This design comes from an exercise in tuning for small area, a short achievable clock period and few clock cycles on the open sky130 flow, not from production work.
No functional check of the RTL was part of any run shown here.
Power figures rest on the tool's default switching activity, not on a simulated workload.

**design/flow/design.v**
```verilog
`timescale 1ns / 1ps
module alu_unit(
    input clk,
    input rst,
    input in_valid,
    output in_ready,
    input [15:0] a,
    input [15:0] b,
    input [2:0] op,
    output reg out_valid,
    output reg [15:0] r
    );
assign in_ready = 1'b1;
reg [15:0] a_q, b_q;
reg [2:0] op_q;
reg v0;
always @(posedge clk) begin
    a_q <= a;
    b_q <= b;
    op_q <= op;
    v0 <= in_valid & ~rst;
end
wire mul0 = op_q == 3'd3;
wire div0 = op_q == 3'd4;
wire add0 = op_q == 3'd1;
wire sub0 = op_q == 3'd2;
wire [15:0] y0 = mul0 ? a_q : (add0 ? b_q : ~b_q);
wire [15:0] x0 = {mul0 ? 16'd0 : a_q[15:11], mul0 ? b_q[10:0] : a_q[10:0]};
wire [1:0] s15;
wire g15_0_0 = (x0[15] & y0[0]) | ((div0 | sub0) & (x0[15] ^ y0[0]));
wire p15_0_0 = x0[15] ^ y0[0];
assign s15[0] = p15_0_0 ^ (div0 | sub0);
assign s15[1] = g15_0_0;
wire sel15 = mul0 ? b_q[15] : (div0 & s15[1] & &y0[15:1]);
wire [15:0] x_15 = sel15 ? {s15[0:0], x0[14:0]} : x0;
wire [2:0] s14;
wire g14_0_0 = (x_15[14] & y0[0]) | ((div0 | sub0) & (x_15[14] ^ y0[0]));
wire p14_0_0 = x_15[14] ^ y0[0];
wire g14_1_1 = x_15[15] & y0[1];
wire p14_1_1 = x_15[15] ^ y0[1];
wire g14_1_0 = g14_1_1 | (p14_1_1 & g14_0_0);
wire p14_1_0 = p14_1_1 & p14_0_0;
assign s14[0] = p14_0_0 ^ (div0 | sub0);
assign s14[1] = p14_1_1 ^ g14_0_0;
assign s14[2] = g14_1_0;
wire sel14 = mul0 ? b_q[14] : (div0 & s14[2] & &y0[15:2]);
wire [15:0] x_14 = sel14 ? {s14[1:0], x_15[13:0]} : x_15;
wire [3:0] s13;
wire g13_0_0 = (x_14[13] & y0[0]) | ((div0 | sub0) & (x_14[13] ^ y0[0]));
wire p13_0_0 = x_14[13] ^ y0[0];
wire g13_1_1 = x_14[14] & y0[1];
wire p13_1_1 = x_14[14] ^ y0[1];
wire g13_2_2 = x_14[15] & y0[2];
wire p13_2_2 = x_14[15] ^ y0[2];
wire g13_1_0 = g13_1_1 | (p13_1_1 & g13_0_0);
wire p13_1_0 = p13_1_1 & p13_0_0;
wire g13_2_0 = g13_2_2 | (p13_2_2 & g13_1_0);
wire p13_2_0 = p13_2_2 & p13_1_0;
assign s13[0] = p13_0_0 ^ (div0 | sub0);
assign s13[1] = p13_1_1 ^ g13_0_0;
assign s13[2] = p13_2_2 ^ g13_1_0;
assign s13[3] = g13_2_0;
wire sel13 = mul0 ? b_q[13] : (div0 & s13[3] & &y0[15:3]);
wire [15:0] x_13 = sel13 ? {s13[2:0], x_14[12:0]} : x_14;
wire [4:0] s12;
wire g12_0_0 = (x_13[12] & y0[0]) | ((div0 | sub0) & (x_13[12] ^ y0[0]));
wire p12_0_0 = x_13[12] ^ y0[0];
wire g12_1_1 = x_13[13] & y0[1];
wire p12_1_1 = x_13[13] ^ y0[1];
wire g12_2_2 = x_13[14] & y0[2];
wire p12_2_2 = x_13[14] ^ y0[2];
wire g12_3_3 = x_13[15] & y0[3];
wire p12_3_3 = x_13[15] ^ y0[3];
wire g12_1_0 = g12_1_1 | (p12_1_1 & g12_0_0);
wire p12_1_0 = p12_1_1 & p12_0_0;
wire g12_3_2 = g12_3_3 | (p12_3_3 & g12_2_2);
wire p12_3_2 = p12_3_3 & p12_2_2;
wire g12_3_0 = g12_3_2 | (p12_3_2 & g12_1_0);
wire p12_3_0 = p12_3_2 & p12_1_0;
wire g12_2_0 = g12_2_2 | (p12_2_2 & g12_1_0);
wire p12_2_0 = p12_2_2 & p12_1_0;
assign s12[0] = p12_0_0 ^ (div0 | sub0);
assign s12[1] = p12_1_1 ^ g12_0_0;
assign s12[2] = p12_2_2 ^ g12_1_0;
assign s12[3] = p12_3_3 ^ g12_2_0;
assign s12[4] = g12_3_0;
wire sel12 = mul0 ? b_q[12] : (div0 & s12[4] & &y0[15:4]);
wire [15:0] x_12 = sel12 ? {s12[3:0], x_13[11:0]} : x_13;
wire [5:0] s11;
wire g11_0_0 = (x_12[11] & y0[0]) | ((div0 | sub0) & (x_12[11] ^ y0[0]));
wire p11_0_0 = x_12[11] ^ y0[0];
wire g11_1_1 = x_12[12] & y0[1];
wire p11_1_1 = x_12[12] ^ y0[1];
wire g11_2_2 = x_12[13] & y0[2];
wire p11_2_2 = x_12[13] ^ y0[2];
wire g11_3_3 = x_12[14] & y0[3];
wire p11_3_3 = x_12[14] ^ y0[3];
wire g11_4_4 = x_12[15] & y0[4];
wire p11_4_4 = x_12[15] ^ y0[4];
wire g11_1_0 = g11_1_1 | (p11_1_1 & g11_0_0);
wire p11_1_0 = p11_1_1 & p11_0_0;
wire g11_3_2 = g11_3_3 | (p11_3_3 & g11_2_2);
wire p11_3_2 = p11_3_3 & p11_2_2;
wire g11_3_0 = g11_3_2 | (p11_3_2 & g11_1_0);
wire p11_3_0 = p11_3_2 & p11_1_0;
wire g11_2_0 = g11_2_2 | (p11_2_2 & g11_1_0);
wire p11_2_0 = p11_2_2 & p11_1_0;
wire g11_4_0 = g11_4_4 | (p11_4_4 & g11_3_0);
wire p11_4_0 = p11_4_4 & p11_3_0;
assign s11[0] = p11_0_0 ^ (div0 | sub0);
assign s11[1] = p11_1_1 ^ g11_0_0;
assign s11[2] = p11_2_2 ^ g11_1_0;
assign s11[3] = p11_3_3 ^ g11_2_0;
assign s11[4] = p11_4_4 ^ g11_3_0;
assign s11[5] = g11_4_0;
wire sel11 = mul0 ? b_q[11] : (div0 & s11[5] & &y0[15:5]);
wire [15:0] x_11 = sel11 ? {s11[4:0], x_12[10:0]} : x_12;
reg [15:0] x1, y1;
reg [15:11] q1;
reg mul1, div1, add1, sub1, v1;
always @(posedge clk) begin
    x1 <= x_11;
    y1 <= y0;
    q1 <= {sel15, sel14, sel13, sel12, sel11};
    mul1 <= mul0;
    div1 <= div0;
    add1 <= add0;
    sub1 <= sub0;
    v1 <= v0 & ~rst;
end
wire xl10 = ~mul1 & x1[10];
wire [6:0] s10;
wire g10_0_0 = (xl10 & y1[0]) | ((div1 | sub1) & (xl10 ^ y1[0]));
wire p10_0_0 = xl10 ^ y1[0];
wire g10_1_1 = x1[11] & y1[1];
wire p10_1_1 = x1[11] ^ y1[1];
wire g10_2_2 = x1[12] & y1[2];
wire p10_2_2 = x1[12] ^ y1[2];
wire g10_3_3 = x1[13] & y1[3];
wire p10_3_3 = x1[13] ^ y1[3];
wire g10_4_4 = x1[14] & y1[4];
wire p10_4_4 = x1[14] ^ y1[4];
wire g10_5_5 = x1[15] & y1[5];
wire p10_5_5 = x1[15] ^ y1[5];
wire g10_1_0 = g10_1_1 | (p10_1_1 & g10_0_0);
wire p10_1_0 = p10_1_1 & p10_0_0;
wire g10_3_2 = g10_3_3 | (p10_3_3 & g10_2_2);
wire p10_3_2 = p10_3_3 & p10_2_2;
wire g10_5_4 = g10_5_5 | (p10_5_5 & g10_4_4);
wire p10_5_4 = p10_5_5 & p10_4_4;
wire g10_3_0 = g10_3_2 | (p10_3_2 & g10_1_0);
wire p10_3_0 = p10_3_2 & p10_1_0;
wire g10_5_0 = g10_5_4 | (p10_5_4 & g10_3_0);
wire p10_5_0 = p10_5_4 & p10_3_0;
wire g10_2_0 = g10_2_2 | (p10_2_2 & g10_1_0);
wire p10_2_0 = p10_2_2 & p10_1_0;
wire g10_4_0 = g10_4_4 | (p10_4_4 & g10_3_0);
wire p10_4_0 = p10_4_4 & p10_3_0;
assign s10[0] = p10_0_0 ^ (div1 | sub1);
assign s10[1] = p10_1_1 ^ g10_0_0;
assign s10[2] = p10_2_2 ^ g10_1_0;
assign s10[3] = p10_3_3 ^ g10_2_0;
assign s10[4] = p10_4_4 ^ g10_3_0;
assign s10[5] = p10_5_5 ^ g10_4_0;
assign s10[6] = g10_5_0;
wire sel10 = mul1 ? x1[10] : (div1 & s10[6] & &y1[15:6]);
wire [15:0] x_10 = sel10 ? {s10[5:0], x1[9:0]} : x1;
wire xl9 = ~mul1 & x_10[9];
wire [7:0] s9;
wire g9_0_0 = (xl9 & y1[0]) | ((div1 | sub1) & (xl9 ^ y1[0]));
wire p9_0_0 = xl9 ^ y1[0];
wire g9_1_1 = x_10[10] & y1[1];
wire p9_1_1 = x_10[10] ^ y1[1];
wire g9_2_2 = x_10[11] & y1[2];
wire p9_2_2 = x_10[11] ^ y1[2];
wire g9_3_3 = x_10[12] & y1[3];
wire p9_3_3 = x_10[12] ^ y1[3];
wire g9_4_4 = x_10[13] & y1[4];
wire p9_4_4 = x_10[13] ^ y1[4];
wire g9_5_5 = x_10[14] & y1[5];
wire p9_5_5 = x_10[14] ^ y1[5];
wire g9_6_6 = x_10[15] & y1[6];
wire p9_6_6 = x_10[15] ^ y1[6];
wire g9_1_0 = g9_1_1 | (p9_1_1 & g9_0_0);
wire p9_1_0 = p9_1_1 & p9_0_0;
wire g9_3_2 = g9_3_3 | (p9_3_3 & g9_2_2);
wire p9_3_2 = p9_3_3 & p9_2_2;
wire g9_5_4 = g9_5_5 | (p9_5_5 & g9_4_4);
wire p9_5_4 = p9_5_5 & p9_4_4;
wire g9_3_0 = g9_3_2 | (p9_3_2 & g9_1_0);
wire p9_3_0 = p9_3_2 & p9_1_0;
wire g9_5_0 = g9_5_4 | (p9_5_4 & g9_3_0);
wire p9_5_0 = p9_5_4 & p9_3_0;
wire g9_2_0 = g9_2_2 | (p9_2_2 & g9_1_0);
wire p9_2_0 = p9_2_2 & p9_1_0;
wire g9_4_0 = g9_4_4 | (p9_4_4 & g9_3_0);
wire p9_4_0 = p9_4_4 & p9_3_0;
wire g9_6_0 = g9_6_6 | (p9_6_6 & g9_5_0);
wire p9_6_0 = p9_6_6 & p9_5_0;
assign s9[0] = p9_0_0 ^ (div1 | sub1);
assign s9[1] = p9_1_1 ^ g9_0_0;
assign s9[2] = p9_2_2 ^ g9_1_0;
assign s9[3] = p9_3_3 ^ g9_2_0;
assign s9[4] = p9_4_4 ^ g9_3_0;
assign s9[5] = p9_5_5 ^ g9_4_0;
assign s9[6] = p9_6_6 ^ g9_5_0;
assign s9[7] = g9_6_0;
wire sel9 = mul1 ? x_10[9] : (div1 & s9[7] & &y1[15:7]);
wire [15:0] x_9 = sel9 ? {s9[6:0], x_10[8:0]} : x_10;
wire xl8 = ~mul1 & x_9[8];
wire [8:0] s8;
wire g8_0_0 = (xl8 & y1[0]) | ((div1 | sub1) & (xl8 ^ y1[0]));
wire p8_0_0 = xl8 ^ y1[0];
wire g8_1_1 = x_9[9] & y1[1];
wire p8_1_1 = x_9[9] ^ y1[1];
wire g8_2_2 = x_9[10] & y1[2];
wire p8_2_2 = x_9[10] ^ y1[2];
wire g8_3_3 = x_9[11] & y1[3];
wire p8_3_3 = x_9[11] ^ y1[3];
wire g8_4_4 = x_9[12] & y1[4];
wire p8_4_4 = x_9[12] ^ y1[4];
wire g8_5_5 = x_9[13] & y1[5];
wire p8_5_5 = x_9[13] ^ y1[5];
wire g8_6_6 = x_9[14] & y1[6];
wire p8_6_6 = x_9[14] ^ y1[6];
wire g8_7_7 = x_9[15] & y1[7];
wire p8_7_7 = x_9[15] ^ y1[7];
wire g8_1_0 = g8_1_1 | (p8_1_1 & g8_0_0);
wire p8_1_0 = p8_1_1 & p8_0_0;
wire g8_3_2 = g8_3_3 | (p8_3_3 & g8_2_2);
wire p8_3_2 = p8_3_3 & p8_2_2;
wire g8_5_4 = g8_5_5 | (p8_5_5 & g8_4_4);
wire p8_5_4 = p8_5_5 & p8_4_4;
wire g8_7_6 = g8_7_7 | (p8_7_7 & g8_6_6);
wire p8_7_6 = p8_7_7 & p8_6_6;
wire g8_3_0 = g8_3_2 | (p8_3_2 & g8_1_0);
wire p8_3_0 = p8_3_2 & p8_1_0;
wire g8_7_4 = g8_7_6 | (p8_7_6 & g8_5_4);
wire p8_7_4 = p8_7_6 & p8_5_4;
wire g8_7_0 = g8_7_4 | (p8_7_4 & g8_3_0);
wire p8_7_0 = p8_7_4 & p8_3_0;
wire g8_5_0 = g8_5_4 | (p8_5_4 & g8_3_0);
wire p8_5_0 = p8_5_4 & p8_3_0;
wire g8_2_0 = g8_2_2 | (p8_2_2 & g8_1_0);
wire p8_2_0 = p8_2_2 & p8_1_0;
wire g8_4_0 = g8_4_4 | (p8_4_4 & g8_3_0);
wire p8_4_0 = p8_4_4 & p8_3_0;
wire g8_6_0 = g8_6_6 | (p8_6_6 & g8_5_0);
wire p8_6_0 = p8_6_6 & p8_5_0;
assign s8[0] = p8_0_0 ^ (div1 | sub1);
assign s8[1] = p8_1_1 ^ g8_0_0;
assign s8[2] = p8_2_2 ^ g8_1_0;
assign s8[3] = p8_3_3 ^ g8_2_0;
assign s8[4] = p8_4_4 ^ g8_3_0;
assign s8[5] = p8_5_5 ^ g8_4_0;
assign s8[6] = p8_6_6 ^ g8_5_0;
assign s8[7] = p8_7_7 ^ g8_6_0;
assign s8[8] = g8_7_0;
wire sel8 = mul1 ? x_9[8] : (div1 & s8[8] & &y1[15:8]);
wire [15:0] x_8 = sel8 ? {s8[7:0], x_9[7:0]} : x_9;
wire xl7 = ~mul1 & x_8[7];
wire [9:0] s7;
wire g7_0_0 = (xl7 & y1[0]) | ((div1 | sub1) & (xl7 ^ y1[0]));
wire p7_0_0 = xl7 ^ y1[0];
wire g7_1_1 = x_8[8] & y1[1];
wire p7_1_1 = x_8[8] ^ y1[1];
wire g7_2_2 = x_8[9] & y1[2];
wire p7_2_2 = x_8[9] ^ y1[2];
wire g7_3_3 = x_8[10] & y1[3];
wire p7_3_3 = x_8[10] ^ y1[3];
wire g7_4_4 = x_8[11] & y1[4];
wire p7_4_4 = x_8[11] ^ y1[4];
wire g7_5_5 = x_8[12] & y1[5];
wire p7_5_5 = x_8[12] ^ y1[5];
wire g7_6_6 = x_8[13] & y1[6];
wire p7_6_6 = x_8[13] ^ y1[6];
wire g7_7_7 = x_8[14] & y1[7];
wire p7_7_7 = x_8[14] ^ y1[7];
wire g7_8_8 = x_8[15] & y1[8];
wire p7_8_8 = x_8[15] ^ y1[8];
wire g7_1_0 = g7_1_1 | (p7_1_1 & g7_0_0);
wire p7_1_0 = p7_1_1 & p7_0_0;
wire g7_3_2 = g7_3_3 | (p7_3_3 & g7_2_2);
wire p7_3_2 = p7_3_3 & p7_2_2;
wire g7_5_4 = g7_5_5 | (p7_5_5 & g7_4_4);
wire p7_5_4 = p7_5_5 & p7_4_4;
wire g7_7_6 = g7_7_7 | (p7_7_7 & g7_6_6);
wire p7_7_6 = p7_7_7 & p7_6_6;
wire g7_3_0 = g7_3_2 | (p7_3_2 & g7_1_0);
wire p7_3_0 = p7_3_2 & p7_1_0;
wire g7_7_4 = g7_7_6 | (p7_7_6 & g7_5_4);
wire p7_7_4 = p7_7_6 & p7_5_4;
wire g7_7_0 = g7_7_4 | (p7_7_4 & g7_3_0);
wire p7_7_0 = p7_7_4 & p7_3_0;
wire g7_5_0 = g7_5_4 | (p7_5_4 & g7_3_0);
wire p7_5_0 = p7_5_4 & p7_3_0;
wire g7_2_0 = g7_2_2 | (p7_2_2 & g7_1_0);
wire p7_2_0 = p7_2_2 & p7_1_0;
wire g7_4_0 = g7_4_4 | (p7_4_4 & g7_3_0);
wire p7_4_0 = p7_4_4 & p7_3_0;
wire g7_6_0 = g7_6_6 | (p7_6_6 & g7_5_0);
wire p7_6_0 = p7_6_6 & p7_5_0;
wire g7_8_0 = g7_8_8 | (p7_8_8 & g7_7_0);
wire p7_8_0 = p7_8_8 & p7_7_0;
assign s7[0] = p7_0_0 ^ (div1 | sub1);
assign s7[1] = p7_1_1 ^ g7_0_0;
assign s7[2] = p7_2_2 ^ g7_1_0;
assign s7[3] = p7_3_3 ^ g7_2_0;
assign s7[4] = p7_4_4 ^ g7_3_0;
assign s7[5] = p7_5_5 ^ g7_4_0;
assign s7[6] = p7_6_6 ^ g7_5_0;
assign s7[7] = p7_7_7 ^ g7_6_0;
assign s7[8] = p7_8_8 ^ g7_7_0;
assign s7[9] = g7_8_0;
wire sel7 = mul1 ? x_8[7] : (div1 & s7[9] & &y1[15:9]);
wire [15:0] x_7 = sel7 ? {s7[8:0], x_8[6:0]} : x_8;
wire xl6 = ~mul1 & x_7[6];
wire [10:0] s6;
wire g6_0_0 = (xl6 & y1[0]) | ((div1 | sub1) & (xl6 ^ y1[0]));
wire p6_0_0 = xl6 ^ y1[0];
wire g6_1_1 = x_7[7] & y1[1];
wire p6_1_1 = x_7[7] ^ y1[1];
wire g6_2_2 = x_7[8] & y1[2];
wire p6_2_2 = x_7[8] ^ y1[2];
wire g6_3_3 = x_7[9] & y1[3];
wire p6_3_3 = x_7[9] ^ y1[3];
wire g6_4_4 = x_7[10] & y1[4];
wire p6_4_4 = x_7[10] ^ y1[4];
wire g6_5_5 = x_7[11] & y1[5];
wire p6_5_5 = x_7[11] ^ y1[5];
wire g6_6_6 = x_7[12] & y1[6];
wire p6_6_6 = x_7[12] ^ y1[6];
wire g6_7_7 = x_7[13] & y1[7];
wire p6_7_7 = x_7[13] ^ y1[7];
wire g6_8_8 = x_7[14] & y1[8];
wire p6_8_8 = x_7[14] ^ y1[8];
wire g6_9_9 = x_7[15] & y1[9];
wire p6_9_9 = x_7[15] ^ y1[9];
wire g6_1_0 = g6_1_1 | (p6_1_1 & g6_0_0);
wire p6_1_0 = p6_1_1 & p6_0_0;
wire g6_3_2 = g6_3_3 | (p6_3_3 & g6_2_2);
wire p6_3_2 = p6_3_3 & p6_2_2;
wire g6_5_4 = g6_5_5 | (p6_5_5 & g6_4_4);
wire p6_5_4 = p6_5_5 & p6_4_4;
wire g6_7_6 = g6_7_7 | (p6_7_7 & g6_6_6);
wire p6_7_6 = p6_7_7 & p6_6_6;
wire g6_9_8 = g6_9_9 | (p6_9_9 & g6_8_8);
wire p6_9_8 = p6_9_9 & p6_8_8;
wire g6_3_0 = g6_3_2 | (p6_3_2 & g6_1_0);
wire p6_3_0 = p6_3_2 & p6_1_0;
wire g6_7_4 = g6_7_6 | (p6_7_6 & g6_5_4);
wire p6_7_4 = p6_7_6 & p6_5_4;
wire g6_7_0 = g6_7_4 | (p6_7_4 & g6_3_0);
wire p6_7_0 = p6_7_4 & p6_3_0;
wire g6_5_0 = g6_5_4 | (p6_5_4 & g6_3_0);
wire p6_5_0 = p6_5_4 & p6_3_0;
wire g6_9_0 = g6_9_8 | (p6_9_8 & g6_7_0);
wire p6_9_0 = p6_9_8 & p6_7_0;
wire g6_2_0 = g6_2_2 | (p6_2_2 & g6_1_0);
wire p6_2_0 = p6_2_2 & p6_1_0;
wire g6_4_0 = g6_4_4 | (p6_4_4 & g6_3_0);
wire p6_4_0 = p6_4_4 & p6_3_0;
wire g6_6_0 = g6_6_6 | (p6_6_6 & g6_5_0);
wire p6_6_0 = p6_6_6 & p6_5_0;
wire g6_8_0 = g6_8_8 | (p6_8_8 & g6_7_0);
wire p6_8_0 = p6_8_8 & p6_7_0;
assign s6[0] = p6_0_0 ^ (div1 | sub1);
assign s6[1] = p6_1_1 ^ g6_0_0;
assign s6[2] = p6_2_2 ^ g6_1_0;
assign s6[3] = p6_3_3 ^ g6_2_0;
assign s6[4] = p6_4_4 ^ g6_3_0;
assign s6[5] = p6_5_5 ^ g6_4_0;
assign s6[6] = p6_6_6 ^ g6_5_0;
assign s6[7] = p6_7_7 ^ g6_6_0;
assign s6[8] = p6_8_8 ^ g6_7_0;
assign s6[9] = p6_9_9 ^ g6_8_0;
assign s6[10] = g6_9_0;
wire sel6 = mul1 ? x_7[6] : (div1 & s6[10] & &y1[15:10]);
wire [15:0] x_6 = sel6 ? {s6[9:0], x_7[5:0]} : x_7;
wire xl5 = ~mul1 & x_6[5];
wire [11:0] s5;
wire g5_0_0 = (xl5 & y1[0]) | ((div1 | sub1) & (xl5 ^ y1[0]));
wire p5_0_0 = xl5 ^ y1[0];
wire g5_1_1 = x_6[6] & y1[1];
wire p5_1_1 = x_6[6] ^ y1[1];
wire g5_2_2 = x_6[7] & y1[2];
wire p5_2_2 = x_6[7] ^ y1[2];
wire g5_3_3 = x_6[8] & y1[3];
wire p5_3_3 = x_6[8] ^ y1[3];
wire g5_4_4 = x_6[9] & y1[4];
wire p5_4_4 = x_6[9] ^ y1[4];
wire g5_5_5 = x_6[10] & y1[5];
wire p5_5_5 = x_6[10] ^ y1[5];
wire g5_6_6 = x_6[11] & y1[6];
wire p5_6_6 = x_6[11] ^ y1[6];
wire g5_7_7 = x_6[12] & y1[7];
wire p5_7_7 = x_6[12] ^ y1[7];
wire g5_8_8 = x_6[13] & y1[8];
wire p5_8_8 = x_6[13] ^ y1[8];
wire g5_9_9 = x_6[14] & y1[9];
wire p5_9_9 = x_6[14] ^ y1[9];
wire g5_10_10 = x_6[15] & y1[10];
wire p5_10_10 = x_6[15] ^ y1[10];
wire g5_1_0 = g5_1_1 | (p5_1_1 & g5_0_0);
wire p5_1_0 = p5_1_1 & p5_0_0;
wire g5_3_2 = g5_3_3 | (p5_3_3 & g5_2_2);
wire p5_3_2 = p5_3_3 & p5_2_2;
wire g5_5_4 = g5_5_5 | (p5_5_5 & g5_4_4);
wire p5_5_4 = p5_5_5 & p5_4_4;
wire g5_7_6 = g5_7_7 | (p5_7_7 & g5_6_6);
wire p5_7_6 = p5_7_7 & p5_6_6;
wire g5_9_8 = g5_9_9 | (p5_9_9 & g5_8_8);
wire p5_9_8 = p5_9_9 & p5_8_8;
wire g5_3_0 = g5_3_2 | (p5_3_2 & g5_1_0);
wire p5_3_0 = p5_3_2 & p5_1_0;
wire g5_7_4 = g5_7_6 | (p5_7_6 & g5_5_4);
wire p5_7_4 = p5_7_6 & p5_5_4;
wire g5_7_0 = g5_7_4 | (p5_7_4 & g5_3_0);
wire p5_7_0 = p5_7_4 & p5_3_0;
wire g5_5_0 = g5_5_4 | (p5_5_4 & g5_3_0);
wire p5_5_0 = p5_5_4 & p5_3_0;
wire g5_9_0 = g5_9_8 | (p5_9_8 & g5_7_0);
wire p5_9_0 = p5_9_8 & p5_7_0;
wire g5_2_0 = g5_2_2 | (p5_2_2 & g5_1_0);
wire p5_2_0 = p5_2_2 & p5_1_0;
wire g5_4_0 = g5_4_4 | (p5_4_4 & g5_3_0);
wire p5_4_0 = p5_4_4 & p5_3_0;
wire g5_6_0 = g5_6_6 | (p5_6_6 & g5_5_0);
wire p5_6_0 = p5_6_6 & p5_5_0;
wire g5_8_0 = g5_8_8 | (p5_8_8 & g5_7_0);
wire p5_8_0 = p5_8_8 & p5_7_0;
wire g5_10_0 = g5_10_10 | (p5_10_10 & g5_9_0);
wire p5_10_0 = p5_10_10 & p5_9_0;
assign s5[0] = p5_0_0 ^ (div1 | sub1);
assign s5[1] = p5_1_1 ^ g5_0_0;
assign s5[2] = p5_2_2 ^ g5_1_0;
assign s5[3] = p5_3_3 ^ g5_2_0;
assign s5[4] = p5_4_4 ^ g5_3_0;
assign s5[5] = p5_5_5 ^ g5_4_0;
assign s5[6] = p5_6_6 ^ g5_5_0;
assign s5[7] = p5_7_7 ^ g5_6_0;
assign s5[8] = p5_8_8 ^ g5_7_0;
assign s5[9] = p5_9_9 ^ g5_8_0;
assign s5[10] = p5_10_10 ^ g5_9_0;
assign s5[11] = g5_10_0;
wire sel5 = mul1 ? x_6[5] : (div1 & s5[11] & &y1[15:11]);
wire [15:0] x_5 = sel5 ? {s5[10:0], x_6[4:0]} : x_6;
reg [15:0] x2, y2;
reg [15:5] q2;
reg mul2, div2, add2, sub2, v2;
always @(posedge clk) begin
    x2 <= x_5;
    y2 <= y1;
    q2 <= {q1[15:11], sel10, sel9, sel8, sel7, sel6, sel5};
    mul2 <= mul1;
    div2 <= div1;
    add2 <= add1;
    sub2 <= sub1;
    v2 <= v1 & ~rst;
end
wire xl4 = ~mul2 & x2[4];
wire [12:0] s4;
wire g4_0_0 = (xl4 & y2[0]) | ((div2 | sub2) & (xl4 ^ y2[0]));
wire p4_0_0 = xl4 ^ y2[0];
wire g4_1_1 = x2[5] & y2[1];
wire p4_1_1 = x2[5] ^ y2[1];
wire g4_2_2 = x2[6] & y2[2];
wire p4_2_2 = x2[6] ^ y2[2];
wire g4_3_3 = x2[7] & y2[3];
wire p4_3_3 = x2[7] ^ y2[3];
wire g4_4_4 = x2[8] & y2[4];
wire p4_4_4 = x2[8] ^ y2[4];
wire g4_5_5 = x2[9] & y2[5];
wire p4_5_5 = x2[9] ^ y2[5];
wire g4_6_6 = x2[10] & y2[6];
wire p4_6_6 = x2[10] ^ y2[6];
wire g4_7_7 = x2[11] & y2[7];
wire p4_7_7 = x2[11] ^ y2[7];
wire g4_8_8 = x2[12] & y2[8];
wire p4_8_8 = x2[12] ^ y2[8];
wire g4_9_9 = x2[13] & y2[9];
wire p4_9_9 = x2[13] ^ y2[9];
wire g4_10_10 = x2[14] & y2[10];
wire p4_10_10 = x2[14] ^ y2[10];
wire g4_11_11 = x2[15] & y2[11];
wire p4_11_11 = x2[15] ^ y2[11];
wire g4_1_0 = g4_1_1 | (p4_1_1 & g4_0_0);
wire p4_1_0 = p4_1_1 & p4_0_0;
wire g4_3_2 = g4_3_3 | (p4_3_3 & g4_2_2);
wire p4_3_2 = p4_3_3 & p4_2_2;
wire g4_5_4 = g4_5_5 | (p4_5_5 & g4_4_4);
wire p4_5_4 = p4_5_5 & p4_4_4;
wire g4_7_6 = g4_7_7 | (p4_7_7 & g4_6_6);
wire p4_7_6 = p4_7_7 & p4_6_6;
wire g4_9_8 = g4_9_9 | (p4_9_9 & g4_8_8);
wire p4_9_8 = p4_9_9 & p4_8_8;
wire g4_11_10 = g4_11_11 | (p4_11_11 & g4_10_10);
wire p4_11_10 = p4_11_11 & p4_10_10;
wire g4_3_0 = g4_3_2 | (p4_3_2 & g4_1_0);
wire p4_3_0 = p4_3_2 & p4_1_0;
wire g4_7_4 = g4_7_6 | (p4_7_6 & g4_5_4);
wire p4_7_4 = p4_7_6 & p4_5_4;
wire g4_11_8 = g4_11_10 | (p4_11_10 & g4_9_8);
wire p4_11_8 = p4_11_10 & p4_9_8;
wire g4_7_0 = g4_7_4 | (p4_7_4 & g4_3_0);
wire p4_7_0 = p4_7_4 & p4_3_0;
wire g4_11_0 = g4_11_8 | (p4_11_8 & g4_7_0);
wire p4_11_0 = p4_11_8 & p4_7_0;
wire g4_5_0 = g4_5_4 | (p4_5_4 & g4_3_0);
wire p4_5_0 = p4_5_4 & p4_3_0;
wire g4_9_0 = g4_9_8 | (p4_9_8 & g4_7_0);
wire p4_9_0 = p4_9_8 & p4_7_0;
wire g4_2_0 = g4_2_2 | (p4_2_2 & g4_1_0);
wire p4_2_0 = p4_2_2 & p4_1_0;
wire g4_4_0 = g4_4_4 | (p4_4_4 & g4_3_0);
wire p4_4_0 = p4_4_4 & p4_3_0;
wire g4_6_0 = g4_6_6 | (p4_6_6 & g4_5_0);
wire p4_6_0 = p4_6_6 & p4_5_0;
wire g4_8_0 = g4_8_8 | (p4_8_8 & g4_7_0);
wire p4_8_0 = p4_8_8 & p4_7_0;
wire g4_10_0 = g4_10_10 | (p4_10_10 & g4_9_0);
wire p4_10_0 = p4_10_10 & p4_9_0;
assign s4[0] = p4_0_0 ^ (div2 | sub2);
assign s4[1] = p4_1_1 ^ g4_0_0;
assign s4[2] = p4_2_2 ^ g4_1_0;
assign s4[3] = p4_3_3 ^ g4_2_0;
assign s4[4] = p4_4_4 ^ g4_3_0;
assign s4[5] = p4_5_5 ^ g4_4_0;
assign s4[6] = p4_6_6 ^ g4_5_0;
assign s4[7] = p4_7_7 ^ g4_6_0;
assign s4[8] = p4_8_8 ^ g4_7_0;
assign s4[9] = p4_9_9 ^ g4_8_0;
assign s4[10] = p4_10_10 ^ g4_9_0;
assign s4[11] = p4_11_11 ^ g4_10_0;
assign s4[12] = g4_11_0;
wire sel4 = mul2 ? x2[4] : (div2 & s4[12] & &y2[15:12]);
wire [15:0] x_4 = sel4 ? {s4[11:0], x2[3:0]} : x2;
wire xl3 = ~mul2 & x_4[3];
wire [13:0] s3;
wire g3_0_0 = (xl3 & y2[0]) | ((div2 | sub2) & (xl3 ^ y2[0]));
wire p3_0_0 = xl3 ^ y2[0];
wire g3_1_1 = x_4[4] & y2[1];
wire p3_1_1 = x_4[4] ^ y2[1];
wire g3_2_2 = x_4[5] & y2[2];
wire p3_2_2 = x_4[5] ^ y2[2];
wire g3_3_3 = x_4[6] & y2[3];
wire p3_3_3 = x_4[6] ^ y2[3];
wire g3_4_4 = x_4[7] & y2[4];
wire p3_4_4 = x_4[7] ^ y2[4];
wire g3_5_5 = x_4[8] & y2[5];
wire p3_5_5 = x_4[8] ^ y2[5];
wire g3_6_6 = x_4[9] & y2[6];
wire p3_6_6 = x_4[9] ^ y2[6];
wire g3_7_7 = x_4[10] & y2[7];
wire p3_7_7 = x_4[10] ^ y2[7];
wire g3_8_8 = x_4[11] & y2[8];
wire p3_8_8 = x_4[11] ^ y2[8];
wire g3_9_9 = x_4[12] & y2[9];
wire p3_9_9 = x_4[12] ^ y2[9];
wire g3_10_10 = x_4[13] & y2[10];
wire p3_10_10 = x_4[13] ^ y2[10];
wire g3_11_11 = x_4[14] & y2[11];
wire p3_11_11 = x_4[14] ^ y2[11];
wire g3_12_12 = x_4[15] & y2[12];
wire p3_12_12 = x_4[15] ^ y2[12];
wire g3_1_0 = g3_1_1 | (p3_1_1 & g3_0_0);
wire p3_1_0 = p3_1_1 & p3_0_0;
wire g3_3_2 = g3_3_3 | (p3_3_3 & g3_2_2);
wire p3_3_2 = p3_3_3 & p3_2_2;
wire g3_5_4 = g3_5_5 | (p3_5_5 & g3_4_4);
wire p3_5_4 = p3_5_5 & p3_4_4;
wire g3_7_6 = g3_7_7 | (p3_7_7 & g3_6_6);
wire p3_7_6 = p3_7_7 & p3_6_6;
wire g3_9_8 = g3_9_9 | (p3_9_9 & g3_8_8);
wire p3_9_8 = p3_9_9 & p3_8_8;
wire g3_11_10 = g3_11_11 | (p3_11_11 & g3_10_10);
wire p3_11_10 = p3_11_11 & p3_10_10;
wire g3_3_0 = g3_3_2 | (p3_3_2 & g3_1_0);
wire p3_3_0 = p3_3_2 & p3_1_0;
wire g3_7_4 = g3_7_6 | (p3_7_6 & g3_5_4);
wire p3_7_4 = p3_7_6 & p3_5_4;
wire g3_11_8 = g3_11_10 | (p3_11_10 & g3_9_8);
wire p3_11_8 = p3_11_10 & p3_9_8;
wire g3_7_0 = g3_7_4 | (p3_7_4 & g3_3_0);
wire p3_7_0 = p3_7_4 & p3_3_0;
wire g3_11_0 = g3_11_8 | (p3_11_8 & g3_7_0);
wire p3_11_0 = p3_11_8 & p3_7_0;
wire g3_5_0 = g3_5_4 | (p3_5_4 & g3_3_0);
wire p3_5_0 = p3_5_4 & p3_3_0;
wire g3_9_0 = g3_9_8 | (p3_9_8 & g3_7_0);
wire p3_9_0 = p3_9_8 & p3_7_0;
wire g3_2_0 = g3_2_2 | (p3_2_2 & g3_1_0);
wire p3_2_0 = p3_2_2 & p3_1_0;
wire g3_4_0 = g3_4_4 | (p3_4_4 & g3_3_0);
wire p3_4_0 = p3_4_4 & p3_3_0;
wire g3_6_0 = g3_6_6 | (p3_6_6 & g3_5_0);
wire p3_6_0 = p3_6_6 & p3_5_0;
wire g3_8_0 = g3_8_8 | (p3_8_8 & g3_7_0);
wire p3_8_0 = p3_8_8 & p3_7_0;
wire g3_10_0 = g3_10_10 | (p3_10_10 & g3_9_0);
wire p3_10_0 = p3_10_10 & p3_9_0;
wire g3_12_0 = g3_12_12 | (p3_12_12 & g3_11_0);
wire p3_12_0 = p3_12_12 & p3_11_0;
assign s3[0] = p3_0_0 ^ (div2 | sub2);
assign s3[1] = p3_1_1 ^ g3_0_0;
assign s3[2] = p3_2_2 ^ g3_1_0;
assign s3[3] = p3_3_3 ^ g3_2_0;
assign s3[4] = p3_4_4 ^ g3_3_0;
assign s3[5] = p3_5_5 ^ g3_4_0;
assign s3[6] = p3_6_6 ^ g3_5_0;
assign s3[7] = p3_7_7 ^ g3_6_0;
assign s3[8] = p3_8_8 ^ g3_7_0;
assign s3[9] = p3_9_9 ^ g3_8_0;
assign s3[10] = p3_10_10 ^ g3_9_0;
assign s3[11] = p3_11_11 ^ g3_10_0;
assign s3[12] = p3_12_12 ^ g3_11_0;
assign s3[13] = g3_12_0;
wire sel3 = mul2 ? x_4[3] : (div2 & s3[13] & &y2[15:13]);
wire [15:0] x_3 = sel3 ? {s3[12:0], x_4[2:0]} : x_4;
wire xl2 = ~mul2 & x_3[2];
wire [14:0] s2;
wire g2_0_0 = (xl2 & y2[0]) | ((div2 | sub2) & (xl2 ^ y2[0]));
wire p2_0_0 = xl2 ^ y2[0];
wire g2_1_1 = x_3[3] & y2[1];
wire p2_1_1 = x_3[3] ^ y2[1];
wire g2_2_2 = x_3[4] & y2[2];
wire p2_2_2 = x_3[4] ^ y2[2];
wire g2_3_3 = x_3[5] & y2[3];
wire p2_3_3 = x_3[5] ^ y2[3];
wire g2_4_4 = x_3[6] & y2[4];
wire p2_4_4 = x_3[6] ^ y2[4];
wire g2_5_5 = x_3[7] & y2[5];
wire p2_5_5 = x_3[7] ^ y2[5];
wire g2_6_6 = x_3[8] & y2[6];
wire p2_6_6 = x_3[8] ^ y2[6];
wire g2_7_7 = x_3[9] & y2[7];
wire p2_7_7 = x_3[9] ^ y2[7];
wire g2_8_8 = x_3[10] & y2[8];
wire p2_8_8 = x_3[10] ^ y2[8];
wire g2_9_9 = x_3[11] & y2[9];
wire p2_9_9 = x_3[11] ^ y2[9];
wire g2_10_10 = x_3[12] & y2[10];
wire p2_10_10 = x_3[12] ^ y2[10];
wire g2_11_11 = x_3[13] & y2[11];
wire p2_11_11 = x_3[13] ^ y2[11];
wire g2_12_12 = x_3[14] & y2[12];
wire p2_12_12 = x_3[14] ^ y2[12];
wire g2_13_13 = x_3[15] & y2[13];
wire p2_13_13 = x_3[15] ^ y2[13];
wire g2_1_0 = g2_1_1 | (p2_1_1 & g2_0_0);
wire p2_1_0 = p2_1_1 & p2_0_0;
wire g2_3_2 = g2_3_3 | (p2_3_3 & g2_2_2);
wire p2_3_2 = p2_3_3 & p2_2_2;
wire g2_5_4 = g2_5_5 | (p2_5_5 & g2_4_4);
wire p2_5_4 = p2_5_5 & p2_4_4;
wire g2_7_6 = g2_7_7 | (p2_7_7 & g2_6_6);
wire p2_7_6 = p2_7_7 & p2_6_6;
wire g2_9_8 = g2_9_9 | (p2_9_9 & g2_8_8);
wire p2_9_8 = p2_9_9 & p2_8_8;
wire g2_11_10 = g2_11_11 | (p2_11_11 & g2_10_10);
wire p2_11_10 = p2_11_11 & p2_10_10;
wire g2_13_12 = g2_13_13 | (p2_13_13 & g2_12_12);
wire p2_13_12 = p2_13_13 & p2_12_12;
wire g2_3_0 = g2_3_2 | (p2_3_2 & g2_1_0);
wire p2_3_0 = p2_3_2 & p2_1_0;
wire g2_7_4 = g2_7_6 | (p2_7_6 & g2_5_4);
wire p2_7_4 = p2_7_6 & p2_5_4;
wire g2_11_8 = g2_11_10 | (p2_11_10 & g2_9_8);
wire p2_11_8 = p2_11_10 & p2_9_8;
wire g2_7_0 = g2_7_4 | (p2_7_4 & g2_3_0);
wire p2_7_0 = p2_7_4 & p2_3_0;
wire g2_11_0 = g2_11_8 | (p2_11_8 & g2_7_0);
wire p2_11_0 = p2_11_8 & p2_7_0;
wire g2_5_0 = g2_5_4 | (p2_5_4 & g2_3_0);
wire p2_5_0 = p2_5_4 & p2_3_0;
wire g2_9_0 = g2_9_8 | (p2_9_8 & g2_7_0);
wire p2_9_0 = p2_9_8 & p2_7_0;
wire g2_13_0 = g2_13_12 | (p2_13_12 & g2_11_0);
wire p2_13_0 = p2_13_12 & p2_11_0;
wire g2_2_0 = g2_2_2 | (p2_2_2 & g2_1_0);
wire p2_2_0 = p2_2_2 & p2_1_0;
wire g2_4_0 = g2_4_4 | (p2_4_4 & g2_3_0);
wire p2_4_0 = p2_4_4 & p2_3_0;
wire g2_6_0 = g2_6_6 | (p2_6_6 & g2_5_0);
wire p2_6_0 = p2_6_6 & p2_5_0;
wire g2_8_0 = g2_8_8 | (p2_8_8 & g2_7_0);
wire p2_8_0 = p2_8_8 & p2_7_0;
wire g2_10_0 = g2_10_10 | (p2_10_10 & g2_9_0);
wire p2_10_0 = p2_10_10 & p2_9_0;
wire g2_12_0 = g2_12_12 | (p2_12_12 & g2_11_0);
wire p2_12_0 = p2_12_12 & p2_11_0;
assign s2[0] = p2_0_0 ^ (div2 | sub2);
assign s2[1] = p2_1_1 ^ g2_0_0;
assign s2[2] = p2_2_2 ^ g2_1_0;
assign s2[3] = p2_3_3 ^ g2_2_0;
assign s2[4] = p2_4_4 ^ g2_3_0;
assign s2[5] = p2_5_5 ^ g2_4_0;
assign s2[6] = p2_6_6 ^ g2_5_0;
assign s2[7] = p2_7_7 ^ g2_6_0;
assign s2[8] = p2_8_8 ^ g2_7_0;
assign s2[9] = p2_9_9 ^ g2_8_0;
assign s2[10] = p2_10_10 ^ g2_9_0;
assign s2[11] = p2_11_11 ^ g2_10_0;
assign s2[12] = p2_12_12 ^ g2_11_0;
assign s2[13] = p2_13_13 ^ g2_12_0;
assign s2[14] = g2_13_0;
wire sel2 = mul2 ? x_3[2] : (div2 & s2[14] & &y2[15:14]);
wire [15:0] x_2 = sel2 ? {s2[13:0], x_3[1:0]} : x_3;
wire xl1 = ~mul2 & x_2[1];
wire [15:0] s1;
wire g1_0_0 = (xl1 & y2[0]) | ((div2 | sub2) & (xl1 ^ y2[0]));
wire p1_0_0 = xl1 ^ y2[0];
wire g1_1_1 = x_2[2] & y2[1];
wire p1_1_1 = x_2[2] ^ y2[1];
wire g1_2_2 = x_2[3] & y2[2];
wire p1_2_2 = x_2[3] ^ y2[2];
wire g1_3_3 = x_2[4] & y2[3];
wire p1_3_3 = x_2[4] ^ y2[3];
wire g1_4_4 = x_2[5] & y2[4];
wire p1_4_4 = x_2[5] ^ y2[4];
wire g1_5_5 = x_2[6] & y2[5];
wire p1_5_5 = x_2[6] ^ y2[5];
wire g1_6_6 = x_2[7] & y2[6];
wire p1_6_6 = x_2[7] ^ y2[6];
wire g1_7_7 = x_2[8] & y2[7];
wire p1_7_7 = x_2[8] ^ y2[7];
wire g1_8_8 = x_2[9] & y2[8];
wire p1_8_8 = x_2[9] ^ y2[8];
wire g1_9_9 = x_2[10] & y2[9];
wire p1_9_9 = x_2[10] ^ y2[9];
wire g1_10_10 = x_2[11] & y2[10];
wire p1_10_10 = x_2[11] ^ y2[10];
wire g1_11_11 = x_2[12] & y2[11];
wire p1_11_11 = x_2[12] ^ y2[11];
wire g1_12_12 = x_2[13] & y2[12];
wire p1_12_12 = x_2[13] ^ y2[12];
wire g1_13_13 = x_2[14] & y2[13];
wire p1_13_13 = x_2[14] ^ y2[13];
wire g1_14_14 = x_2[15] & y2[14];
wire p1_14_14 = x_2[15] ^ y2[14];
wire g1_1_0 = g1_1_1 | (p1_1_1 & g1_0_0);
wire p1_1_0 = p1_1_1 & p1_0_0;
wire g1_3_2 = g1_3_3 | (p1_3_3 & g1_2_2);
wire p1_3_2 = p1_3_3 & p1_2_2;
wire g1_5_4 = g1_5_5 | (p1_5_5 & g1_4_4);
wire p1_5_4 = p1_5_5 & p1_4_4;
wire g1_7_6 = g1_7_7 | (p1_7_7 & g1_6_6);
wire p1_7_6 = p1_7_7 & p1_6_6;
wire g1_9_8 = g1_9_9 | (p1_9_9 & g1_8_8);
wire p1_9_8 = p1_9_9 & p1_8_8;
wire g1_11_10 = g1_11_11 | (p1_11_11 & g1_10_10);
wire p1_11_10 = p1_11_11 & p1_10_10;
wire g1_13_12 = g1_13_13 | (p1_13_13 & g1_12_12);
wire p1_13_12 = p1_13_13 & p1_12_12;
wire g1_3_0 = g1_3_2 | (p1_3_2 & g1_1_0);
wire p1_3_0 = p1_3_2 & p1_1_0;
wire g1_7_4 = g1_7_6 | (p1_7_6 & g1_5_4);
wire p1_7_4 = p1_7_6 & p1_5_4;
wire g1_11_8 = g1_11_10 | (p1_11_10 & g1_9_8);
wire p1_11_8 = p1_11_10 & p1_9_8;
wire g1_7_0 = g1_7_4 | (p1_7_4 & g1_3_0);
wire p1_7_0 = p1_7_4 & p1_3_0;
wire g1_11_0 = g1_11_8 | (p1_11_8 & g1_7_0);
wire p1_11_0 = p1_11_8 & p1_7_0;
wire g1_5_0 = g1_5_4 | (p1_5_4 & g1_3_0);
wire p1_5_0 = p1_5_4 & p1_3_0;
wire g1_9_0 = g1_9_8 | (p1_9_8 & g1_7_0);
wire p1_9_0 = p1_9_8 & p1_7_0;
wire g1_13_0 = g1_13_12 | (p1_13_12 & g1_11_0);
wire p1_13_0 = p1_13_12 & p1_11_0;
wire g1_2_0 = g1_2_2 | (p1_2_2 & g1_1_0);
wire p1_2_0 = p1_2_2 & p1_1_0;
wire g1_4_0 = g1_4_4 | (p1_4_4 & g1_3_0);
wire p1_4_0 = p1_4_4 & p1_3_0;
wire g1_6_0 = g1_6_6 | (p1_6_6 & g1_5_0);
wire p1_6_0 = p1_6_6 & p1_5_0;
wire g1_8_0 = g1_8_8 | (p1_8_8 & g1_7_0);
wire p1_8_0 = p1_8_8 & p1_7_0;
wire g1_10_0 = g1_10_10 | (p1_10_10 & g1_9_0);
wire p1_10_0 = p1_10_10 & p1_9_0;
wire g1_12_0 = g1_12_12 | (p1_12_12 & g1_11_0);
wire p1_12_0 = p1_12_12 & p1_11_0;
wire g1_14_0 = g1_14_14 | (p1_14_14 & g1_13_0);
wire p1_14_0 = p1_14_14 & p1_13_0;
assign s1[0] = p1_0_0 ^ (div2 | sub2);
assign s1[1] = p1_1_1 ^ g1_0_0;
assign s1[2] = p1_2_2 ^ g1_1_0;
assign s1[3] = p1_3_3 ^ g1_2_0;
assign s1[4] = p1_4_4 ^ g1_3_0;
assign s1[5] = p1_5_5 ^ g1_4_0;
assign s1[6] = p1_6_6 ^ g1_5_0;
assign s1[7] = p1_7_7 ^ g1_6_0;
assign s1[8] = p1_8_8 ^ g1_7_0;
assign s1[9] = p1_9_9 ^ g1_8_0;
assign s1[10] = p1_10_10 ^ g1_9_0;
assign s1[11] = p1_11_11 ^ g1_10_0;
assign s1[12] = p1_12_12 ^ g1_11_0;
assign s1[13] = p1_13_13 ^ g1_12_0;
assign s1[14] = p1_14_14 ^ g1_13_0;
assign s1[15] = g1_14_0;
wire sel1 = mul2 ? x_2[1] : (div2 & s1[15] & &y2[15:15]);
wire [15:0] x_1 = sel1 ? {s1[14:0], x_2[0:0]} : x_2;
wire xl0 = ~mul2 & x_1[0];
wire [16:0] s0;
wire g0_0_0 = (xl0 & y2[0]) | ((div2 | sub2) & (xl0 ^ y2[0]));
wire p0_0_0 = xl0 ^ y2[0];
wire g0_1_1 = x_1[1] & y2[1];
wire p0_1_1 = x_1[1] ^ y2[1];
wire g0_2_2 = x_1[2] & y2[2];
wire p0_2_2 = x_1[2] ^ y2[2];
wire g0_3_3 = x_1[3] & y2[3];
wire p0_3_3 = x_1[3] ^ y2[3];
wire g0_4_4 = x_1[4] & y2[4];
wire p0_4_4 = x_1[4] ^ y2[4];
wire g0_5_5 = x_1[5] & y2[5];
wire p0_5_5 = x_1[5] ^ y2[5];
wire g0_6_6 = x_1[6] & y2[6];
wire p0_6_6 = x_1[6] ^ y2[6];
wire g0_7_7 = x_1[7] & y2[7];
wire p0_7_7 = x_1[7] ^ y2[7];
wire g0_8_8 = x_1[8] & y2[8];
wire p0_8_8 = x_1[8] ^ y2[8];
wire g0_9_9 = x_1[9] & y2[9];
wire p0_9_9 = x_1[9] ^ y2[9];
wire g0_10_10 = x_1[10] & y2[10];
wire p0_10_10 = x_1[10] ^ y2[10];
wire g0_11_11 = x_1[11] & y2[11];
wire p0_11_11 = x_1[11] ^ y2[11];
wire g0_12_12 = x_1[12] & y2[12];
wire p0_12_12 = x_1[12] ^ y2[12];
wire g0_13_13 = x_1[13] & y2[13];
wire p0_13_13 = x_1[13] ^ y2[13];
wire g0_14_14 = x_1[14] & y2[14];
wire p0_14_14 = x_1[14] ^ y2[14];
wire g0_15_15 = x_1[15] & y2[15];
wire p0_15_15 = x_1[15] ^ y2[15];
wire g0_1_0 = g0_1_1 | (p0_1_1 & g0_0_0);
wire p0_1_0 = p0_1_1 & p0_0_0;
wire g0_3_2 = g0_3_3 | (p0_3_3 & g0_2_2);
wire p0_3_2 = p0_3_3 & p0_2_2;
wire g0_5_4 = g0_5_5 | (p0_5_5 & g0_4_4);
wire p0_5_4 = p0_5_5 & p0_4_4;
wire g0_7_6 = g0_7_7 | (p0_7_7 & g0_6_6);
wire p0_7_6 = p0_7_7 & p0_6_6;
wire g0_9_8 = g0_9_9 | (p0_9_9 & g0_8_8);
wire p0_9_8 = p0_9_9 & p0_8_8;
wire g0_11_10 = g0_11_11 | (p0_11_11 & g0_10_10);
wire p0_11_10 = p0_11_11 & p0_10_10;
wire g0_13_12 = g0_13_13 | (p0_13_13 & g0_12_12);
wire p0_13_12 = p0_13_13 & p0_12_12;
wire g0_15_14 = g0_15_15 | (p0_15_15 & g0_14_14);
wire p0_15_14 = p0_15_15 & p0_14_14;
wire g0_3_0 = g0_3_2 | (p0_3_2 & g0_1_0);
wire p0_3_0 = p0_3_2 & p0_1_0;
wire g0_7_4 = g0_7_6 | (p0_7_6 & g0_5_4);
wire p0_7_4 = p0_7_6 & p0_5_4;
wire g0_11_8 = g0_11_10 | (p0_11_10 & g0_9_8);
wire p0_11_8 = p0_11_10 & p0_9_8;
wire g0_15_12 = g0_15_14 | (p0_15_14 & g0_13_12);
wire p0_15_12 = p0_15_14 & p0_13_12;
wire g0_7_0 = g0_7_4 | (p0_7_4 & g0_3_0);
wire p0_7_0 = p0_7_4 & p0_3_0;
wire g0_15_8 = g0_15_12 | (p0_15_12 & g0_11_8);
wire p0_15_8 = p0_15_12 & p0_11_8;
wire g0_15_0 = g0_15_8 | (p0_15_8 & g0_7_0);
wire p0_15_0 = p0_15_8 & p0_7_0;
wire g0_11_0 = g0_11_8 | (p0_11_8 & g0_7_0);
wire p0_11_0 = p0_11_8 & p0_7_0;
wire g0_5_0 = g0_5_4 | (p0_5_4 & g0_3_0);
wire p0_5_0 = p0_5_4 & p0_3_0;
wire g0_9_0 = g0_9_8 | (p0_9_8 & g0_7_0);
wire p0_9_0 = p0_9_8 & p0_7_0;
wire g0_13_0 = g0_13_12 | (p0_13_12 & g0_11_0);
wire p0_13_0 = p0_13_12 & p0_11_0;
wire g0_2_0 = g0_2_2 | (p0_2_2 & g0_1_0);
wire p0_2_0 = p0_2_2 & p0_1_0;
wire g0_4_0 = g0_4_4 | (p0_4_4 & g0_3_0);
wire p0_4_0 = p0_4_4 & p0_3_0;
wire g0_6_0 = g0_6_6 | (p0_6_6 & g0_5_0);
wire p0_6_0 = p0_6_6 & p0_5_0;
wire g0_8_0 = g0_8_8 | (p0_8_8 & g0_7_0);
wire p0_8_0 = p0_8_8 & p0_7_0;
wire g0_10_0 = g0_10_10 | (p0_10_10 & g0_9_0);
wire p0_10_0 = p0_10_10 & p0_9_0;
wire g0_12_0 = g0_12_12 | (p0_12_12 & g0_11_0);
wire p0_12_0 = p0_12_12 & p0_11_0;
wire g0_14_0 = g0_14_14 | (p0_14_14 & g0_13_0);
wire p0_14_0 = p0_14_14 & p0_13_0;
assign s0[0] = p0_0_0 ^ (div2 | sub2);
assign s0[1] = p0_1_1 ^ g0_0_0;
assign s0[2] = p0_2_2 ^ g0_1_0;
assign s0[3] = p0_3_3 ^ g0_2_0;
assign s0[4] = p0_4_4 ^ g0_3_0;
assign s0[5] = p0_5_5 ^ g0_4_0;
assign s0[6] = p0_6_6 ^ g0_5_0;
assign s0[7] = p0_7_7 ^ g0_6_0;
assign s0[8] = p0_8_8 ^ g0_7_0;
assign s0[9] = p0_9_9 ^ g0_8_0;
assign s0[10] = p0_10_10 ^ g0_9_0;
assign s0[11] = p0_11_11 ^ g0_10_0;
assign s0[12] = p0_12_12 ^ g0_11_0;
assign s0[13] = p0_13_13 ^ g0_12_0;
assign s0[14] = p0_14_14 ^ g0_13_0;
assign s0[15] = p0_15_15 ^ g0_14_0;
assign s0[16] = g0_15_0;
wire sel0 = mul2 ? x_1[0] : (div2 & s0[16] & 1'b1) | add2 | (sub2 & s0[16]);
wire [15:0] x_0 = sel0 ? s0[15:0] : {x_1[15:1], xl0};
wire [15:0] q = {q2[15:5], sel4, sel3, sel2, sel1, sel0};
wire [15:0] res = div2 ? q :
                  (mul2 | add2 | (sub2 & sel0)) ? x_0 : 16'd0;
always @(posedge clk) begin
    r <= res;
    out_valid <= v2 & ~rst;
end
endmodule
```
**design/flow/flow/run.sh**
```bash
#!/bin/bash
# Standard layout flow with: plain buf_1 port buffers, and the resizer asked
# to leave 55 ns of setup slack (a 15 ns critical path).
bash standard.sh SETUP_SLACK_MARGIN=55 "BUFFER_PORTS_ARGS=-buffer_cell sky130_fd_sc_hd__buf_1" finish > standard.log 2>&1
```
**design/flow/standard.sh**
```bash
#!/bin/bash
# synth_recipe.tcl (not shown) runs the flow's synth.tcl, then flattens the netlist and writes it again
# the make line also repeats each setting of config.mk as NAME=value (left out here)
make -C /OpenROAD-flow-scripts/flow DESIGN_CONFIG=/design/flow/config.mk WORK_HOME=/design/flow/orfs CLKGATE_MAP_FILE= SYNTH_SCRIPT=/design/flow/synth_recipe.tcl "${@:-finish}"
```
**design/flow/config.mk**
```make
export PLATFORM = sky130hd
export DESIGN_NAME = alu_unit
export DESIGN_NICKNAME = alu_unit
export VERILOG_FILES = /design/flow/design.v
export SDC_FILE = /design/flow/constraint.sdc
export NUM_CORES = 4
export LEC_CHECK = 0
export ABC_AREA = 1
export CAP_MARGIN = 20
export CORE_MARGIN = 2
export CORE_UTILIZATION = 40
export SLEW_MARGIN = 20
```
**design/flow/constraint.sdc**
```tcl
create_clock -name core_clock -period 70.0 [get_ports {clk}]
set_input_delay 14.0000 -clock core_clock [delete_from_list [all_inputs] [get_ports {clk}]]
set_output_delay 14.0000 -clock core_clock [all_outputs]
set_load 0.01 [all_outputs]
```
==> results_dict.tcl, run 1 <==
set metrics [dict create \
    drt_iter0_drc 531 \
    timing_worst_setup_path_type "reg -> out" \
    cp.required_ns 56.00 \
    start_kind "flip-flop" \
    finalWorstSetupSlack_ns 55.12 \
    cts_sinks 143 \
    core.rowCount 60 \
    nets 1681 \
    track_usage_pct 18.9 \
    syn_nets 1631 \
    hp-class "reg -> reg" \
    grt.met2_usage_pct 32.6 \
    ctsRootBufferMaster "clkbuf_16" \
    finalCritPeriodShare_pct 21.3 \
    dp_slack_ns 55.55 \
    htreeDepth 4 \
    status "complete, no violations" \
    gp_congestion 0.904 \
    antenna_left 0 \
    cts_hold_buf 0 \
    tritoncts "built" \
    dieHeight_um 169 \
    grt_max_degree 28 \
    fmax_ghz 0.0672 \
    finClkSkew_ns 0.0136 \
    routed_wl_um 25700 \
    finalSetupViolations 0 \
    antenna_found_initial 0 \
    cts.clk_slew.worst_paths_ns 0.07 \
    irDropWorstVdd_v 0.0000146 \
    ys_warn_count 1 \
    portBuffers 54 \
    ios 56 \
    synth_seq_cells 143 \
    antennaDiodeCount 0 \
    drive_gt1_share_pct 6.53 \
    synth_top_flop_cell "dfxtp_1" \
    end_kind "primary output" \
    grt_setup_unrepaired "no" \
    drv_cap 0 \
    die_x_um 169 \
    post_drt_wl_per_cell_um 14.2 \
    timing.hold.ws_ns 0.327 \
    die_area_um2 28400 \
    core_area_um2 26800 \
    grt_busiest_layer "met2" \
    nFillCells 2722 \
    slew_violations 0 \
    grt_pass1_vias 8738 \
    synthToLayoutAreaGrowth_pct 10.4 \
    power_density_nw_per_um2 25.4 \
    drc 0 \
    grt_pass1_wl_um 42900 \
    drt-vias-per-instance 4.90 \
    slew_headroom_pct 41.3 \
    finalHoldViolations 0 \
    clock_latency_ns 0.42 \
    gr-usage-met1_pct 25.0 \
    tightest_slew_ns 0.877 \
    synth_seq_area_share_pct 26.4 \
    worst-path-max-fanout 1 \
    power.total_w 0.000304 \
    grt_use_met3_pct 3.02 \
    via_count 8887 \
    cts_setup_buffers 0 \
    leakagePower_nw 6.08 \
    path_cells "buf_1" \
    synth_cells 1408 \
    critPathBufInv 1 \
    tns_ns 0 \
    syn_area_um2 10800 \
    synth_cell_types 47 \
    synth_edf_count 0 \
    critPathTopFamily "flip-flops" \
    start_util_pct 40.5 \
    critPathArrivalTime_ns 0.88 \
    dp_hpwl_um 21100 \
    first_pass_iters 5 \
    syn_avg_cell_area_um2 7.70 \
    post_cts_resized 0 \
    gr-total-overflow 0 \
    async_reset_ff_share_pct 0 \
    period_minus_slack_ns 14.88 \
    cpPeakStageDelay_ns 0.31 \
    cts_buffer_depth 2 \
    cts_buffers 17 \
    crit_slowest_cell "dfxtp_1" \
]
## through the flow
step | cells | cell area [um^2] | util [%]
6_report | 1812 | 12000 | 44.6
5_1_grt | 1812 | 12000 | 44.6
4_1_cts | 1812 | 11900 | 44.6
3_5_place_dp | 1780 | 11400 | 42.4
3_3_place_gp | 1780 | 11400 | 42.4
2_1_floorplan | 1408 | 10800 | -
## worst paths after layout
check                            start  endpoint  slack [ns]  cells past startpoint
worst min register to register  q1[14]    q2[14]        0.33                      0
worst max-delay path             r[14]     r[14]       55.12                      1
worst min-delay path            q1[14]    q2[14]        0.33                      0
worst max register to register    div2     r[14]       56.51                     80
## synthesized netlist by cell type (14+ instances only)
cell,count,share of area [%]
or2_2,15,0.87
fa_1,87,16
nor2_1,65,2.3
dfxtp_1,143,26
nand4_1,20,1.2
a21oi_1,42,1.9
xor2_1,14,1.1
o21ai_0,32,1.5
ha_1,98,11
xnor2_1,33,2.7
nand3_1,151,7.0
inv_1,175,6.1
nand2_1,411,14
## flip-flops by register name, indices dropped and copies added (netlist names)
register,flops
a_q,16
add1,1
add2,1
b_q,16
div1,1
div2,1
mul1,1
mul2,1
op_q,3
out_valid,1
q1,5
q2,11
r,16
sub1,1
sub2,1
v0,1
v1,1
v2,1
x1,16
x2,16
y1,16
y2,16
## layer usage
layer | vias to the layer above | part of all wire, %
met1 | 4113 | 48
met5 | - | 0
met3 | 24 | 3.1
met2 | 162 | 48
met4 | 0 | 1.4
li1 | 4588 | -
## cells in the final DEF, fill, tap and decap left out, types with 17 or more instances in the layout
cell type / Yosys / routed
nand2_1: 411 / 409
inv_1: 175 / 173
nand3_1: 151 / 151
dfxtp_1: 143 / 143
ha_1: 98 / 98
fa_1: 87 / 87
nor2_1: 65 / 65
buf_1: 2 / 54
a21oi_1: 42 / 42
xnor2_1: 33 / 33
o21ai_0: 32 / 32
nand4_1: 20 / 20
clkbuf_16: 0 / 17
## kinds of logic (layout without fill, tap and decap cells)
logic type | after synthesis | after routing | synth area share [%]
AOI/OAI and AO/OA | 117 | 117 | 6.39
xor gates and xnor gates | 47 | 47 | 3.80
adders and majority gates | 185 | 185 | 27.4
buffers and inverters | 219 | 282 | 8.07
DFF | 143 | 143 | 26.4
muxes | 1 | 1 | 0.0923
other | 1 | 1 | 0.0346
and+or+nand+nor | 695 | 695 | 27.8
## final cells by class
class,count,area [um^2],share of cell area [%]
well taps,341,427,3.57
inverters,189,717,5.99
flip-flops and latches,143,2860,23.9
multi-input cells,1046,7120,59.5
clock buffers,18,439,3.67
clock inverters,14,144,1.20
repair buffers,61,255,2.13
## power by group
| part | internal (W) | switching [W] |
|---|---|---|
| clock network | 0.0000482 | 0.0000385 |
| registers | 0.0000885 | 0.00000745 |
| logic | 0.0000504 | 0.0000710 |
| total | 0.000187 | 0.000117 |
==> run 2, diff against run 1 <==
==> design/flow/flow/run.sh (replaced) <==
#!/bin/bash
# Standard layout flow (buf_1 port buffers, clkbuf_8 clock buffers, resizer aims at 55 ns setup slack), logged to standard.log.
bash standard.sh SETUP_SLACK_MARGIN=55 "BUFFER_PORTS_ARGS=-buffer_cell sky130_fd_sc_hd__buf_1" CTS_BUF_LIST=sky130_fd_sc_hd__clkbuf_8 finish > standard.log 2>&1
==> run 2 against run 1 <==
- cell count is the same
- setup slack worse by 0.038 ns
- sequential share of layout area is 0.40 points higher
- synthesized cell count is the same
- hold slack better by 0.0059 ns
- area after synthesis is the same
- register-to-register slack lost 0.04 ns
- maximum frequency is 0.25% lower
- sequential cell count is the same
- utilization fell by 0.73 points
- clock power down 27%
- critical path depth did not move
- critical path type unchanged
- critical endpoint is now r[15]
- highest routed layer unchanged
==> results_dict.tcl, run 2 <==
set metrics [dict create \
    status "complete, no violations" \
    first_pass_iters 5 \
    die_x_um 169 \
    portBuffers 54 \
    cts_buffer_depth 2 \
    drc 0 \
    critPathArrivalTime_ns 0.92 \
    synth_most_common_cell "nand2_1" \
    synth_seq_cells 143 \
    synth_cells 1408 \
    syn_nets 1631 \
    hp-class "reg -> reg" \
    dp_hpwl_um 21100 \
    synth_largest_area_cell "dfxtp_1" \
    cp.required_ns 56.00 \
    final_cell_mix "409 x nand2_1, 174 x inv_1, 151 x nand3_1, 143 x dfxtp_1, 98 x ha_1" \
    period_minus_slack_ns 14.92 \
    finalSetupViolations 0 \
    final_cell_area_um2 11800 \
    leakagePower_nw 5.99 \
    slew_violations 0 \
    grt_pass1_vias 8675 \
    tightest_slew_ns 0.907 \
    track_usage_pct 18.8 \
    grt_setup_unrepaired "no" \
    finClkSkew_ns 0.0129 \
    timing_worst_setup_path_type "reg -> out" \
    dp_slack_ns 55.55 \
    synth_top_flop_cell "dfxtp_1" \
    critPathBufInv 1 \
    grt_max_degree 28 \
    grt_use_met3_pct 2.76 \
    power_density_nw_per_um2 23.8 \
    grt.met2_usage_pct 32.8 \
    nets 1681 \
    routed_wl_um 25600 \
    antenna_found_initial 0 \
    htreeDepth 4 \
    path_cells "buf_1" \
    gr-usage-met1_pct 25.0 \
    cts_buffers 17 \
    post_dp_cell_area_um2 11400 \
    tritoncts "built" \
    synthToLayoutAreaGrowth_pct 8.57 \
    grt_pass1_wl_um 42800 \
    core.rowCount 60 \
    start_util_pct 40.5 \
    critPathTopFamily "flip-flops" \
    synth_cell_types 47 \
    gr-total-overflow 0 \
    cts.clk_slew.worst_paths_ns 0.09 \
    die_area_um2 28400 \
    syn_area_um2 10800 \
    ios 56 \
    clock_latency_ns 0.44 \
    utilization_pct 43.9 \
    yosys-top-cells-area "dfxtp_1 26%, fa_1 16%, nand2_1 14%, ha_1 11%, nand3_1 7.0%" \
    synth_edf_count 0 \
    finalWorstSetupSlack_ns 55.08 \
    core_area_um2 26800 \
    cpPeakStageDelay_ns 0.32 \
    nFillCells 2747 \
    grt_busiest_layer "met2" \
    tns_ns 0 \
    cts_setup_buffers 0 \
    mostFrequentLayoutCell "nand2_1" \
    via_count 8844 \
    finalHoldViolations 0 \
    synth_common_cells "411 x nand2_1, 175 x inv_1, 151 x nand3_1" \
    drive_gt1_share_pct 6.46 \
    start_kind "flip-flop" \
    ys_warn_count 1 \
    drt_iter0_drc 500 \
    drt-vias-per-instance 4.88 \
    cts_hold_buf 0 \
    synth_top_area_share_pct 26.4 \
    dieHeight_um 169 \
    async_reset_ff_share_pct 0 \
    end_kind "primary output" \
    gp_congestion 0.904 \
    crit_slowest_cell "dfxtp_1" \
    post_drt_wl_per_cell_um 14.1 \
    finalCritPeriodShare_pct 21.3 \
    worst-path-max-fanout 1 \
    slew_headroom_pct 39.3 \
    cts_sinks 143 \
    synth_seq_area_share_pct 26.4 \
    syn_avg_cell_area_um2 7.70 \
    drv_cap 0 \
    fmax_ghz 0.0670 \
    irDropWorstVdd_v 0.0000139 \
    ctsRootBufferMaster "clkbuf_8" \
    antennaDiodeCount 0 \
    antenna_left 0 \
]
## run 2: through the flow
stage	hold slack (ns)	cells	total power (W)
global placement	0.310	1780	0.000216
finish	0.333	1812	0.000280
CTS	0.334	1812	0.000283
detailed placement	0.312	1780	0.000219
floorplan	0.310	1408	0.000192
global route	0.337	1812	0.000307
## run 2: path summary, 6_finish.rpt
| kind | start | to | slack [ns] | depth (start not counted) |
|---|---|---|---|---|
| min | q1[13] | q2[13] | 0.33 | 0 |
| max reg2reg | div2 | r[14] | 56.47 | 81 |
| min reg2reg | q1[13] | q2[13] | 0.33 | 0 |
| max | r[15] | r[15] | 55.08 | 1 |
## run 2: layer usage
| metal | vias up | wire [um] | share of wire [%] |
|---|---|---|---|
| li1 | 4583 | - | - |
| met1 | 4087 | 12300 | 48 |
| met3 | 20 | 669 | 2.6 |
| met5 | - | 0 | 0 |
| met4 | 0 | 287 | 1.1 |
| met2 | 154 | 12400 | 48 |
## run 2: repair_timing
action | 4_1_cts | 5_1_grt
hold endpoints to repair | 0 | 0
setup endpoints to repair | 0 | 16
gates resized for setup | 0 | 5
## run 2: cells by family after synthesis
kind of cell | count (synthesis) | synth area share, %
buffers and inverters | 219 | 8.07
and+or+nand+nor | 695 | 27.8
other | 1 | 0.0346
xor gates and xnor gates | 47 | 3.80
DFF | 143 | 26.4
muxes | 1 | 0.0923
AOI/OAI and AO/OA | 117 | 6.39
adders and majority gates | 185 | 27.4
## run 2: power breakdown
part | leakage [nW] | total (W) | internal [W] | switching, W
Sequential | 1.20 | 0.0000958 | 0.0000884 | 0.00000747
Combinational | 4.61 | 0.000121 | 0.0000503 | 0.0000709
Clock | 0.190 | 0.0000631 | 0.0000274 | 0.0000356
Total | 5.99 | 0.000280 | 0.000166 | 0.000114
## run 2: area by class of cell
cell class / instances / area [um^2] / share of cell area, %
Clock buffer: 18 / 248 / 2.10
Multi-Input combinational cell: 1046 / 7120 / 60.5
Tap cell: 341 / 427 / 3.62
Inverter: 189 / 713 / 6.06
Timing Repair Buffer: 61 / 255 / 2.17
Clock inverter: 14 / 144 / 1.22
Sequential cell: 143 / 2860 / 24.3

-- what the ideal ports hide --
The flow's constraints put no driver on any port. The routed layouts listed below were extracted and timed again, unchanged, in two steps. Step 1, drivers: a clkbuf_16 drives clk and a buf_2 each remaining input, both assumed. Step 2 moves the port delays by t, midway between the first and last clock arrival at a register: inputs arrive t later, outputs are due t later. That takes back most of the time a late clock gives input paths. Three values: ideal, step 1, step 2; two values: the first two.
| run | t, ns | setup WS [ns] | hold slack, ns | worst setup path after step 2 |
|---|---|---|---|---|
| run 1 | 0.460 | 55.122 / 55.077 / 55.537 | 0.327 / 0.327 / 0.327 | register to output |
| run 2 | 0.479 | 55.085 / 55.044 / 55.523 | 0.333 / 0.333 / 0.333 | register to output |
After both steps every run listed still meets setup and hold.
